What follows belongs to an exercise in optimizing a design on an open flow for small area; a production flow would make more cautious choices.
Where RTL was checked, it was by simulation tests only, not by an equivalence proof against the original.
For run 3, only the layout was checked, not whether the RTL still works.
No driver is modelled on the clock port, so clocking that relies on it looks cheaper here than on a real chip.
Power and IR drop assume default switching activity.

===== design.v =====
module top_FFE(
	input  wire               clk,
	input  wire               rst,
	input  wire               load,
	input  wire signed [11:0] DATA_IN,
	output wire               valid_out,
	output reg  signed [11:0] DATA_OUT
);
	reg t1, t2;
	always @(posedge clk or negedge rst) begin
		if (!rst) begin
			t1 <= 1'b0;
			t2 <= 1'b0;
		end else begin
			t1 <= load;
			t2 <= t1;
		end
	end
	reg  a, b, c;
	wire open_s = ~c & (~b | a);           
	wire accept = open_s & t2;
	always @(posedge clk or negedge rst) begin
		if (!rst) begin
			a <= 1'b0;
			b <= 1'b0;
			c <= 1'b0;
		end else begin
			a <= b;
			b <= c;
			c <= (c & ~(a & b)) | accept;
		end
	end
	assign valid_out = a & ~b;
	wire s1 = ~b & c;
	wire s2 = ~a & b & c;
	wire s3 = a & b & c;
	wire s4 = a & b & ~c;
	reg  [1:0] cnt;
	always @(posedge clk or negedge rst) begin
		if (!rst) begin
			cnt <= 2'b00;
		end else if (s4) begin
			cnt[1] <= cnt[1] | cnt[0];
			cnt[0] <= ~cnt[1];
		end
	end
	wire m1 = cnt[1] | cnt[0];    
	wire m2 = cnt[1];             
	wire m3 = cnt[1] & ~cnt[0];   
	reg [11:0] x0, x1;
	reg [8:0]  x2h;
	reg        c2, z2;
	reg [7:0]  x3h;
	reg        z3;
	wire       k2 = x1[2] & x1[0];
	wire       k3 = (x1[3] & x1[1]) | ((x1[3] | x1[1]) & k2);
	wire       c1 = (x1[4] & x1[2]) | ((x1[4] | x1[2]) & k3);
	always @(posedge clk) begin
		if (accept) begin
			x0  <= DATA_IN;
			x1  <= x0;
			x2h <= x1[11:3];
			c2  <= c1;
			z2  <= ~|x1[3:0];
		end
		x3h <= x2h[8:1];
		z3  <= z2;
	end
	wire [11:0] tA = {x0[11], x0[11:1]};
	wire [11:0] tB = ~{{2{x1[11]}}, x1[11:2]};
	wire        cB = ~|x1[1:0];
	wire [11:0] tC = {{3{x2h[8]}}, x2h};
	wire [11:0] tD = {{5{x2h[8]}}, x2h[8:2]};
	wire [11:0] tE = ~{{4{x3h[7]}}, x3h};
	wire        eA = s1;
	wire        eB = s2 & m1;
	wire        eD = s3 & m2;
	wire        eC = s4 & m2;
	wire [11:0] op1 = s1 ? (tE & {12{m3}}) : DATA_OUT;
	wire [11:0] op2 = ({12{eA}} & tA) | ({12{eB}} & tB) | ({12{eD}} & tD) | ({12{eC}} & tC);
	wire        cin = (eB & cB) | (eC & c2) | (s1 & m3 & z3);
	wire [12:0] cy;
	wire [11:0] sum;
	assign cy[0] = cin;
	genvar i;
	generate
		for (i = 0; i < 12; i = i + 1) begin : g_add
			assign sum[i]  = op1[i] ^ op2[i] ^ cy[i];
			assign cy[i+1] = (op1[i] & op2[i]) | (op1[i] & cy[i]) | (op2[i] & cy[i]);
		end
	endgenerate
	always @(posedge clk) DATA_OUT <= sum;
endmodule

===== flow/run.sh =====
#!/bin/bash
# Standard layout (standard.sh), with these changes:
# - synthesis runs Yosys's synth without its quick ABC pass (SYNTH_ARGS
#   -noabc), so full adders are extracted from the plain gates,
# - ABC maps the logic with an area-oriented script (a copy of ORFS's
#   scripts folder with only abc_speed.script replaced by flow/abc.script),
# - port buffers use the smallest buffer cell,
# - the clock tree is built by flow/clktree.tcl before the CTS step: the
#   clock port drives one root buffer (clkbuf_1), which drives three leaf
#   buffers (clkbuf_8), each driving a third of the flip-flops; CTS then has
#   nothing left to build (its only clock net, the port's, has one sink).
set -e
rm -rf scripts_abc
cp -r "$FLOW_HOME/scripts" scripts_abc
cp flow/abc.script scripts_abc/abc_speed.script
export BUFFER_PORTS_ARGS="-buffer_cell sky130_fd_sc_hd__buf_1"
export PRE_CTS_TCL="$PWD/flow/clktree.tcl"
export CLKTREE_N=3
export CLKTREE_LEAF=sky130_fd_sc_hd__clkbuf_8
export CLKTREE_ROOT=sky130_fd_sc_hd__clkbuf_1
export CTS_ARGS="-dont_use_dummy_load -clk_nets clk"
bash standard.sh SCRIPTS_DIR="$PWD/scripts_abc" SYNTH_ARGS=-noabc finish > standard.log 2>&1

===== flow/abc.script =====
&get -n
&st
&dch -f
&nf -a -R 1000
&put

===== flow/clktree.tcl =====
# PRE_CTS hook: a small clock tree built by hand.
# The clock port drives one root clock buffer; the root drives CLKTREE_N
# leaf clock buffers, each driving the flip-flops of one region of the
# core (the sinks split into CLKTREE_N strips of equal count along x, or
# for 4 leaves into 2 x 2 regions). With a single sink left on the clock port's net, the
# CTS step that follows (CTS_ARGS -clk_nets clk) leaves the tree as it is.
proc clktree_centre { insts } {
  set sx 0; set sy 0
  foreach e $insts { incr sx [lindex $e 1]; incr sy [lindex $e 2] }
  set n [llength $insts]
  return [list [expr {$sx / $n}] [expr {$sy / $n}]]
}

proc clktree_split { group index } {
  set s [lsort -integer -index $index $group]
  set h [expr {[llength $s] / 2}]
  return [list [lrange $s 0 [expr {$h - 1}]] [lrange $s $h end]]
}

proc clktree_build { ngroups leaf_master root_master } {
  set block [ord::get_db_block]
  set db [ord::get_db]
  set clknet [$block findNet clk]
  set sinks {}
  foreach iterm [$clknet getITerms] {
    set bb [[$iterm getInst] getBBox]
    lappend sinks [list $iterm [expr {([$bb xMin] + [$bb xMax]) / 2}] \
                     [expr {([$bb yMin] + [$bb yMax]) / 2}]]
  }
  # split into ngroups strips along x; 4 groups are 2 x 2 (x, then y)
  if { $ngroups == 4 } {
    set groups {}
    foreach g [clktree_split $sinks 1] { lappend groups {*}[clktree_split $g 2] }
  } else {
    set s [lsort -integer -index 1 $sinks]
    set n [llength $s]
    set groups {}
    for {set k 0} {$k < $ngroups} {incr k} {
      lappend groups [lrange $s [expr {$k * $n / $ngroups}] [expr {($k + 1) * $n / $ngroups - 1}]]
    }
  }

  set root [odb::dbInst_create $block [$db findMaster $root_master] clkbuf_root]
  set rootnet [odb::dbNet_create $block clk_root]
  $rootnet setSigType CLOCK
  [$root findITerm A] connect $clknet
  [$root findITerm X] connect $rootnet
  set leaves {}
  set k 0
  foreach g $groups {
    set leaf [odb::dbInst_create $block [$db findMaster $leaf_master] "clkbuf_leaf_$k"]
    set net [odb::dbNet_create $block "clk_leaf_$k"]
    $net setSigType CLOCK
    foreach e $g {
      set it [lindex $e 0]
      $it disconnect
      $it connect $net
    }
    [$leaf findITerm A] connect $rootnet
    [$leaf findITerm X] connect $net
    set c [clktree_centre $g]
    $leaf setLocation [lindex $c 0] [lindex $c 1]
    $leaf setPlacementStatus PLACED
    lappend leaves [list $leaf {*}$c]
    puts "clktree: leaf $k ($leaf_master) drives [llength $g] sinks"
    incr k
  }
  set c [clktree_centre $leaves]
  $root setLocation [lindex $c 0] [lindex $c 1]
  $root setPlacementStatus PLACED
  detailed_placement
  set_propagated_clock [all_clocks]
}

clktree_build $::env(CLKTREE_N) $::env(CLKTREE_LEAF) $::env(CLKTREE_ROOT)

===== standard.sh =====
#!/bin/bash
# synth_recipe.tcl (not shown) runs the flow's synth.tcl, then flattens the netlist and writes it again
# the make line also repeats each setting of config.mk as NAME=value (left out here)
make -C /OpenROAD-flow-scripts/flow DESIGN_CONFIG=/design/flow/config.mk WORK_HOME=/design/flow/orfs CLKGATE_MAP_FILE= SYNTH_SCRIPT=/design/flow/synth_recipe.tcl "${@:-finish}"

===== config.mk =====
export PLATFORM = sky130hd
export DESIGN_NAME = top_FFE
export DESIGN_NICKNAME = top_FFE
export VERILOG_FILES = /design/flow/design.v
export SDC_FILE = /design/flow/constraint.sdc
export NUM_CORES = 4
export LEC_CHECK = 0
export CAP_MARGIN = 0
export CORE_MARGIN = 2
export CORE_UTILIZATION = 75
export PLACE_DENSITY = 0.9
export SLEW_MARGIN = 0

===== constraint.sdc =====
create_clock -name core_clock -period 10.0 [get_ports {clk}]
set_input_delay 2.0000 -clock core_clock [delete_from_list [all_inputs] [get_ports {clk}]]
set_output_delay 2.0000 -clock core_clock [all_outputs]
set_load 0.01 [all_outputs]

==> run notes, run 1 <==
DRC viols 0; VDD IR max 0.223 mV; Post-Synthesis Cells 145; input/output buffers 27; mux contribution to synthesized area 0; setup TNS 0 ns; vias per inst 6.19; routed len/inst 17.6 microns; Initial Utilization 0.766; Synth Flop Type edfxtp_1; share of layout cells above drive strength 1 0.0282; setup bufs post-CTS 0; die width 59.1 microns; first-pass GRT wire length 5750 microns; Worst Setup Path Type reg -> reg; Global Route Usage Sum 0.220; end of the worst hold path z3; largest net degree at the start of global routing 37; post-place setup slack 3.59 ns; cell taking the most area after synthesis edfxtp_1; CP Launch Point b; HP Class reg -> reg; Die Ht 59.1 microns; RePlAce Congestion 0.795; Final Util 0.833; CP required 10.39 ns; Detailed Routing Iterations Pass 1 4; IO Pins 28; Adder-Cell Fraction of Synth Area 0.0965; compound-cell area share of the yosys netlist 0.116; RSZ-0062 raised after global routing no; final setup vio count 0; share of the synthesized area in the top cell type 0.461; number of diodes 0; via count 1,300; min-delay src z2; Unique masters post-synth 22; Hold Crit Depth 0; Initial DRC Count 130; max-cap violations 0; Area Overhead vs Synth 8.78%; final worst path period share 0.644; leakage 0.917 nW; max frequency 155 MHz; minimum clock period 6.44 ns; CP startpoint kind flop; vias in the first global route 1,280; cell with the most instances after synthesis edfxtp_1; initial antenna violation count 0; die area 0.00350 sq mm; sequential share of the synthesized area 0.722; Simple-Gate Fraction of Synth Area 0.0560; Layout Nets 205; Pwr Density 334 mW/mm^2; grt ovf 0; post-route ant nets 0; Crit Reg-Reg Startpoint b; DP Wirelength 2710 microns; Syn. warnings 1; clock-pin slew on the worst setup and hold paths 0.12 ns; crit path max fanout 11; post-route setup slack 3.56 ns; post-synthesis xor/xnor area fraction 0.00768; Syn Nets 171; Syn Area/Cell 15.7 sq um; critical path capture point type flop; Final Hold Fails 0; Rel. slew slack 0.435; worst slew pin tran 0.844 ns; max-slew violation count 0; status no timing/DRC/antenna violations; reg2reg setup slack 3.56 ns; post-synthesis cell area 0.00228 sq mm; post_cts resized 0; count of state elements after synthesis 63; worst reg2reg path depth 18; CORE AREA 0.00298 sq mm; Final Skew 0.0131 ns; FFs w/ async S/R, synth 0.111; row cnt 20; reg2reg end DATA_OUT[11]; clock latency (worst-skew pair) 0.49 ns; Post-synth EDFFs 35; drt total wl 3690 microns; Commonest cells post-synth 35 x edfxtp_1, 21 x dfxtp_1, 18 x o21ai_0, 13 x nand2_1, 11 x fa_1; dominant cells by area after synthesis edfxtp_1 46%, dfxtp_1 18%, fa_1 9.7%; Critical Path AT 6.83 ns; post-cts hold buffer count 0; largest family of logic cells by synthesized area compound AO/OA/AOI/OAI gates
==> worst max-delay path by stage <==
| stage | depth (start not counted) | end | slack [ns] |
|---|---|---|---|
| finish | 18 | DATA_OUT[11] | 3.56 |
| global route | 18 | DATA_OUT[11] | 3.31 |
| CTS | 18 | DATA_OUT[11] | 3.58 |
| detailed placement | 18 | DATA_OUT[11] | 3.59 |
| global placement | 18 | DATA_OUT[11] | 3.91 |
| floorplan | 18 | DATA_OUT[11] | 4.09 |
==> critical path, stage by stage (launching register included) <==
cell      delay, ns
dfrtp_1        0.45
nand2_1        0.15
nor2_1         0.08
and2_0         0.37
a222oi_1       0.37
o21ai_0        0.19
fa_1           0.46
fa_1           0.39
fa_1           0.39
fa_1           0.39
fa_1           0.38
fa_1           0.40
fa_1           0.41
fa_1           0.42
fa_1           0.40
fa_1           0.39
fa_1           0.38
xor2_1         0.18
xnor2_1        0.13
==> routing by layer <==
layer / GRT usage / share of wire
met5: 0 / 0
met4: 0.0422 / 0.011
met3: 0.0218 / 0.063
met2: 0.383 / 0.51
met1: 0.310 / 0.41
==> state kept, by name, indices dropped and copies added (netlist names), 2 cells and up <==
signal,count
DATA_OUT,12
cnt,2
x1,12
x2h,9
x0,12
x3h,8
==> cell usage in the layout, fill, tap and decap left out <==
| master | count |
|---|---|
| nor3b_2 | 1 |
| buf_4 | 1 |
| dfrtp_1 | 7 |
| clkbuf_8 | 3 |
| clkbuf_1 | 1 |
| nor3_1 | 1 |
| or3_1 | 1 |
| and2_0 | 1 |
| a222oi_1 | 8 |
| a21oi_1 | 5 |
| dfxtp_1 | 21 |
| o21ai_0 | 18 |
| buf_1 | 27 |
| nand2_1 | 13 |
| xor2_1 | 1 |
| xnor2_1 | 1 |
| a32o_1 | 1 |
| nor4_1 | 1 |
| a21o_1 | 6 |
| nand2b_1 | 1 |
| clkinv_1 | 1 |
| nor2b_1 | 3 |
| o211ai_1 | 2 |
| edfxtp_1 | 35 |
| nor2_1 | 6 |
| fa_1 | 11 |
==> metrics by stage <==
stage               area (sq um)  power, mW  hold slack (ns)  cells
floorplan                   2280      0.637            0.323    145
global placement            2440      0.705            0.331    206
detailed placement          2440      0.741            0.335    206
CTS                         2480      0.829            0.363    210
global route                2480      0.887            0.377    210
finish                      2480      0.828            0.360    210
==> final cells by class <==
cell class,count,area [sq um]
plain buffers,4,45.0
fillers,151,497
inverters,1,3.75
multi-input cells,81,636
flip-flops and latches,63,1650
well taps,33,41.3
repair buffers,28,109
==> power by group <==
group	leakage [nW]	internal [mW]	switching [mW]
sequential	0.582	0.375	0.0483
clock	0.0228	0.0285	0.0639
combinational	0.312	0.122	0.190
==> cells by family (layout without fill, tap and decap cells) <==
family,after synthesis,in the layout
buffers and inverters,1,33
AOI/OAI and AO/OA,40,40
adders and majority gates,11,11
xor gates and xnor gates,2,2
DFF,63,63
and+or+nand+nor,28,28
==> inputs of run 2 (changes only) <==
--- a/config.mk
+++ b/config.mk
@@ -5,8 +5,8 @@
 export SDC_FILE = /design/flow/constraint.sdc
 export NUM_CORES = 4
 export LEC_CHECK = 0
-export CAP_MARGIN = 0
+export CAP_MARGIN = 20
 export CORE_MARGIN = 2
 export CORE_UTILIZATION = 75
 export PLACE_DENSITY = 0.9
-export SLEW_MARGIN = 0
+export SLEW_MARGIN = 20
==> run notes, run 2 <==
Rel. slew slack 0.435 (unchanged); Synth Flop Type edfxtp_1; Syn Nets 171 (unchanged); dominant cells by area after synthesis edfxtp_1 46%, dfxtp_1 18%, fa_1 9.7%; Post-DP Area 0.00244 sq mm (unchanged); cell taking the most area after synthesis edfxtp_1; post-cts hold buffer count 0 (unchanged); Layout Nets 205 (unchanged); worst slew pin tran 0.844 ns (unchanged); critical path capture point type flop; share of the synthesized area in the top cell type 0.461 (unchanged); cell with the most instances after synthesis edfxtp_1; most frequent cells in the layout 35 x edfxtp_1, 27 x buf_1, 21 x dfxtp_1; multi-input combinational cell area 636 sq um (unchanged); sequential share of the synthesized area 0.722 (unchanged); post_cts resized 0 (unchanged); post-place setup slack 3.59 ns (unchanged); post-synthesis cell area 0.00228 sq mm (unchanged); Final Skew 0.0131 ns (unchanged); max frequency 155 MHz (unchanged); vias per inst 6.19 (unchanged); Initial Utilization 0.766 (unchanged); DRC viols 0 (unchanged); minimum clock period 6.44 ns (unchanged); count of state elements after synthesis 63 (unchanged); RSZ-0062 raised after global routing no; RePlAce Congestion 0.795 (unchanged); Commonest cells post-synth 35 x edfxtp_1, 21 x dfxtp_1, 18 x o21ai_0, 13 x nand2_1, 11 x fa_1; commonest non-fill, non-tap cell in the layout edfxtp_1; Syn. warnings 1 (unchanged); row cnt 20 (unchanged); Pwr Density 334 mW/mm^2 (unchanged); input/output buffers 27 (unchanged); Top Registers DATA_OUT: 12 flops, x0: 12 flops, x1: 12 flops; post-route ant nets 0 (unchanged); Syn Area/Cell 15.7 sq um (unchanged); initial antenna violation count 0 (unchanged); Critical Path AT 6.83 ns (about the same); setup bufs post-CTS 0 (unchanged); Fillers 151 (unchanged); VDD IR max 0.223 mV (unchanged); clock latency (worst-skew pair) 0.49 ns (about the same); leakage 0.917 nW (unchanged); CP startpoint kind flop; Worst Setup Path Type reg -> reg; total power 0.828 mW (unchanged); Post-Synthesis Cells 145 (unchanged); IO Pins 28 (unchanged); grt ovf 0 (unchanged); FFs w/ async S/R, synth 0.111 (unchanged); Global Route Usage Sum 0.220 (unchanged); drt total wl 3690 microns (unchanged); max-cap violations 0 (unchanged); largest net degree at the start of global routing 37 (unchanged); CORE AREA 0.00298 sq mm (unchanged); routed len/inst 17.6 microns (unchanged); crit path max fanout 11 (unchanged); Post-synth EDFFs 35 (unchanged); die width 59.1 microns (unchanged); vias in the first global route 1,280 (unchanged); final worst path period share 0.644 (unchanged); die area 0.00350 sq mm (unchanged); setup TNS 0 ns (unchanged); clock-pin slew on the worst setup and hold paths 0.12 ns (about the same); first-pass GRT wire length 5750 microns (unchanged); Detailed Routing Iterations Pass 1 4 (unchanged); post-route setup slack 3.56 ns (unchanged); Initial DRC Count 130 (unchanged); Reg area 0.00165 sq mm (unchanged); Final Hold Fails 0 (unchanged); share of layout cells above drive strength 1 0.0282 (unchanged); Final Util 0.833 (unchanged); status no timing/DRC/antenna violations; via count 1,300 (unchanged); Unique masters post-synth 22 (unchanged); number of diodes 0 (unchanged); Die Ht 59.1 microns (unchanged); final setup vio count 0 (unchanged); max-slew violation count 0 (unchanged); CP required 10.39 ns (about the same); DP Wirelength 2710 microns (unchanged); HP Class reg -> reg; post-route cell area 0.00248 sq mm (unchanged); Area Overhead vs Synth 8.78% (unchanged)
-- run 2: cell counts in the layout (fill, tap and decap cells not counted) --
No cell type changed its count.
-- run 2: cell type report --
type,instances,area share
plain buffers,4,0.0182
inverters,1,0.00151
multi-input cells,81,0.256
flip-flops and latches,63,0.664
well taps,33,0.0166
repair buffers,28,0.0439
-- run 2: power by group --
part / switching, mW / internal, mW
clock network: 0.0639 / 0.0285
logic: 0.190 / 0.122
registers: 0.0483 / 0.375
-- run 2: worst paths after layout --
path,startpoint,end,slack (ns),cells past startpoint
max,b,DATA_OUT[11],3.56,18
min,z2,z3,0.36,0
max reg2reg,b,DATA_OUT[11],3.56,18
min reg2reg,z2,z3,0.36,0
max in group asynchronous,rst,cnt[0],8.36,1
min in group asynchronous,rst,a,1.38,1
-- run 2: metrics by stage --
| stage | instances | hold slack, ns |
|---|---|---|
| finish | 210 | 0.360 |
| global route | 210 | 0.377 |
| CTS | 210 | 0.363 |
| detailed placement | 206 | 0.335 |
| global placement | 206 | 0.331 |
| floorplan | 145 | 0.323 |
-- run 2: worst max-delay path, cell delays in order, from the launching register on --
cell and delay [ns]:
dfrtp_1 0.45, nand2_1 0.15, nor2_1 0.08, and2_0 0.37
a222oi_1 0.37, o21ai_0 0.19, fa_1 0.46, fa_1 0.39
fa_1 0.39, fa_1 0.39, fa_1 0.38, fa_1 0.40
fa_1 0.41, fa_1 0.42, fa_1 0.40, fa_1 0.39
fa_1 0.38, xor2_1 0.18, xnor2_1 0.13
-- run 2: routing by layer --
metal,track usage,vias up,part of all wire
met2,0.383,51,0.51
li1,-,611,-
met5,0,-,0
met3,0.0218,6,0.063
met1,0.310,632,0.41
met4,0.0422,0,0.011
-- run 2: kinds of logic (layout without fill, tap and decap cells) --
kind of cell             count (synthesis)  in the layout  synth area share
AO/OA/AOI/OAI                           40             40             0.116
buffers and inverters                    1             33           0.00164
AND/OR/NAND/NOR                         28             28            0.0560
flip-flops                              63             63             0.722
adder cells (fa/ha/maj)                 11             11            0.0965
XOR/XNOR                                 2              2           0.00768
==> inputs of run 3 (changes only) <==
--- a/design.v
+++ b/design.v
@@ -72,22 +72,23 @@
 	wire [11:0] tC = {{3{x2h[8]}}, x2h};
 	wire [11:0] tD = {{5{x2h[8]}}, x2h[8:2]};
 	wire [11:0] tE = ~{{4{x3h[7]}}, x3h};
-	wire        eA = s1;
+	wire        eA = s1 & 1'b1;
 	wire        eB = s2 & m1;
-	wire        eD = s3 & m2;
-	wire        eC = s4 & m2;
+	wire        eC = s3 & m2;
+	wire        eD = s4 & m2;
 	wire [11:0] op1 = s1 ? (tE & {12{m3}}) : DATA_OUT;
-	wire [11:0] op2 = ({12{eA}} & tA) | ({12{eB}} & tB) | ({12{eD}} & tD) | ({12{eC}} & tC);
+	wire [11:0] op2 = ({12{eA}} & tA) | ({12{eB}} & tB) | ({12{eC}} & tC) | ({12{eD}} & tD);
 	wire        cin = (eB & cB) | (eC & c2) | (s1 & m3 & z3);
-	wire [12:0] cy;
-	wire [11:0] sum;
-	assign cy[0] = cin;
+	wire [11:0] n1 = ~op1, n2 = ~op2;
+	wire [12:0] ncy;
+	wire [11:0] nsum;
+	assign ncy[0] = ~cin;
 	genvar i;
 	generate
 		for (i = 0; i < 12; i = i + 1) begin : g_add
-			assign sum[i]  = op1[i] ^ op2[i] ^ cy[i];
-			assign cy[i+1] = (op1[i] & op2[i]) | (op1[i] & cy[i]) | (op2[i] & cy[i]);
+			assign nsum[i]  = n1[i] ^ n2[i] ^ ncy[i];
+			assign ncy[i+1] = (n1[i] & n2[i]) | (n1[i] & ncy[i]) | (n2[i] & ncy[i]);
 		end
 	endgenerate
-	always @(posedge clk) DATA_OUT <= sum;
+	always @(posedge clk) DATA_OUT <= ~nsum;
 endmodule
==> run notes, run 3 <==
initial antenna violation count 0 (unchanged); CP endpoint DATA_OUT[11]; minimum clock period 6.45 ns (+0.00664 ns); max-slew violation count 0 (unchanged); reg2reg setup slack 3.55 ns (about the same); VDD IR max 0.241 mV (+8.2%); vias per inst 6.34 (+2.4%); count of state elements after synthesis 63 (unchanged); clock-pin slew on the worst setup and hold paths 0.12 ns (about the same); setup TNS 0 ns (unchanged); Fillers 163 (+7.9%); row cnt 20 (unchanged); first-pass GRT wire length 6420 microns (+12%); post-place setup slack 3.59 ns (-0.00647 ns); via count 1,337 (+2.8%); clock latency (worst-skew pair) 0.49 ns (about the same); Global Route Usage Sum 0.249 (+0.0296); Die Ht 59.2 microns (about the same); CP required 10.39 ns (about the same); Top Registers DATA_OUT: 12 flops, x0: 12 flops, x1: 12 flops; DRC viols 0 (unchanged); Post-Synthesis Cells 146 (+0.69%); grt ovf 0 (unchanged); input/output buffers 27 (unchanged); Commonest cells post-synth 35 x edfxtp_1, 21 x dfxtp_1, 19 x o21ai_0, 13 x nand2_1, 11 x fa_1; Final Hold Fails 0 (unchanged); worst slew pin tran 0.927 ns (+0.0826 ns); Syn. warnings 1 (unchanged); share of the synthesized area in the top cell type 0.461 (about the same); Rel. slew slack 0.381 (-0.0539); Hold Crit Depth 0 (unchanged); RePlAce Congestion 0.847 (+6.5%); share of layout cells above drive strength 1 0.0281 (-0.000159); FFs w/ async S/R, synth 0.111 (unchanged); most frequent cells in the layout 35 x edfxtp_1, 27 x buf_1, 21 x dfxtp_1; Syn Area/Cell 15.6 sq um (-0.63%); status no timing/DRC/antenna violations; Syn Nets 172 (+0.58%); max-cap violations 0 (unchanged); sequential share of the synthesized area 0.721 (about the same); die area 0.00350 sq mm (about the same); worst reg2reg path depth 18 (unchanged); Synth Flop Type edfxtp_1; Post-synth EDFFs 35 (unchanged); cell taking the most area after synthesis edfxtp_1; post-route setup slack 3.55 ns (-0.00664 ns); drt total wl 4030 microns (+9.3%); reg2reg end DATA_OUT[11]; Area Overhead vs Synth 8.77% (about the same); setup bufs post-CTS 0 (unchanged); crit path max fanout 10 (-1); final setup vio count 0 (unchanged); Final Skew 0.00765 ns (-0.00544 ns); Pwr Density 336 mW/mm^2 (+0.63%); final worst path period share 0.645 (+0.000664); cell with the most instances after synthesis edfxtp_1; routed len/inst 19.1 microns (+8.8%); post-cts hold buffer count 0 (unchanged); vias in the first global route 1,302 (+1.7%); CORE AREA 0.00298 sq mm (unchanged); dominant cells by area after synthesis edfxtp_1 46%, dfxtp_1 18%, fa_1 9.6%; leakage 0.918 nW (+0.17%); CP Launch Point b; CP startpoint kind flop; Detailed Routing Iterations Pass 1 4 (unchanged); Unique masters post-synth 22 (unchanged); number of diodes 0 (unchanged); post-synthesis cell area 0.00228 sq mm (about the same); post-route ant nets 0 (unchanged); Crit Reg-Reg Startpoint b; commonest non-fill, non-tap cell in the layout edfxtp_1; post_cts resized 0 (unchanged); Initial Utilization 0.766 (about the same); DP Wirelength 2920 microns (+7.7%); critical path capture point type flop; Worst Setup Path Type reg -> reg; Layout Nets 206 (+0.49%); die width 59.2 microns (about the same); Initial DRC Count 106 (-18%); largest net degree at the start of global routing 37 (unchanged); HP Class reg -> reg; RSZ-0062 raised after global routing no; IO Pins 28 (unchanged); Critical Path AT 6.84 ns (about the same); max frequency 155 MHz (-0.10%)
[run 3: worst max-delay path, cell delays in order (launching register included)]
cell and delay, ns:
dfrtp_1 0.46, nand2_1 0.14, nor2_1 0.08, and2_0 0.35
a222oi_1 0.39, o21ai_0 0.20, fa_1 0.50, fa_1 0.40
fa_1 0.39, fa_1 0.39, fa_1 0.40, fa_1 0.39
fa_1 0.38, fa_1 0.38, fa_1 0.40, fa_1 0.39
fa_1 0.38, xor2_1 0.18, xnor2_1 0.12
[run 3: report_power, final]
group | internal, mW | switching, mW
clock network | 0.0284 | 0.0649
logic | 0.122 | 0.192
registers | 0.375 | 0.0510
[run 3: cell type report]
cell class	count	area (sq um)	share of cell area
buffer	4	45.0	0.0181
multi-input combinational	81	633	0.255
inverter	2	7.51	0.00302
tap	33	41.3	0.0166
timing repair buffer	28	109	0.0439
sequential	63	1650	0.663
[run 3: cell families (layout without fill, tap and decap cells)]
family	after synthesis	count (layout)	share of synthesized area
compound gates	40	40	0.115
xor+xnor	2	2	0.00768
fa+ha+maj	11	11	0.0965
buf+inv	2	34	0.00329
flops	63	63	0.721
simple gates	28	28	0.0559
[run 3: stage by stage]
step           utilization  total power, mW  cells  hold WS (ns)  area (sq um)
2_1_floorplan            -            0.637    146         0.323          2280
3_3_place_gp         0.818            0.708    207         0.328          2440
3_5_place_dp         0.818            0.748    207         0.331          2440
4_1_cts              0.834            0.838    211         0.367          2480
5_1_grt              0.834            0.902    211         0.372          2480
6_report             0.834            0.833    211         0.360          2480
[run 3: worst min path at each step]
stage,startpoint,to,slack [ns]
6_report,z2,z3,0.36
4_1_cts,z2,z3,0.37
3_5_place_dp,z2,z3,0.33
2_1_floorplan,z2,z3,0.32
5_1_grt,z2,z3,0.37
3_3_place_gp,z2,z3,0.33
[run 3: metal layers]
metal  vias to the layer above  global-route usage  routed length (microns)
li1                        616                   -                        -
met3                         8              0.0262                      230
met1                       660               0.344                     1530
met4                         0              0.0390                       63
met2                        53               0.444                     2210
met5                         -                   0                        0

-- afterwards: timing with drivers on the ports --
The flow's constraints put no driver on any port. The routed layouts listed below were extracted and timed again, unchanged, in two steps.
Step 1, drivers: a clkbuf_16 drives clk and a buf_2 each remaining input, both assumed.
Step 2 moves the port delays by t, midway between the first and last clock arrival at a register: inputs arrive t later, outputs are due t later. That takes back most of the time a late clock gives input paths.
Three values: no drivers, after step 1, after step 2; two values: the first two.
run | shift t [ns] | setup slack, ns | latest minus earliest clock arrival (ns) | slew at the worst register clock pin (ns)
run 1 | 0.502 | 3.561 / 3.561 / 3.561 | 0.013 / 0.013 | 0.12 / 0.12
run 2 | 0.502 | 3.561 / 3.561 / 3.561 | 0.013 / 0.013 | 0.12 / 0.12
run 3 | 0.512 | 3.554 / 3.554 / 3.554 | 0.008 / 0.008 | 0.12 / 0.12
After both steps every run listed still meets setup and hold.
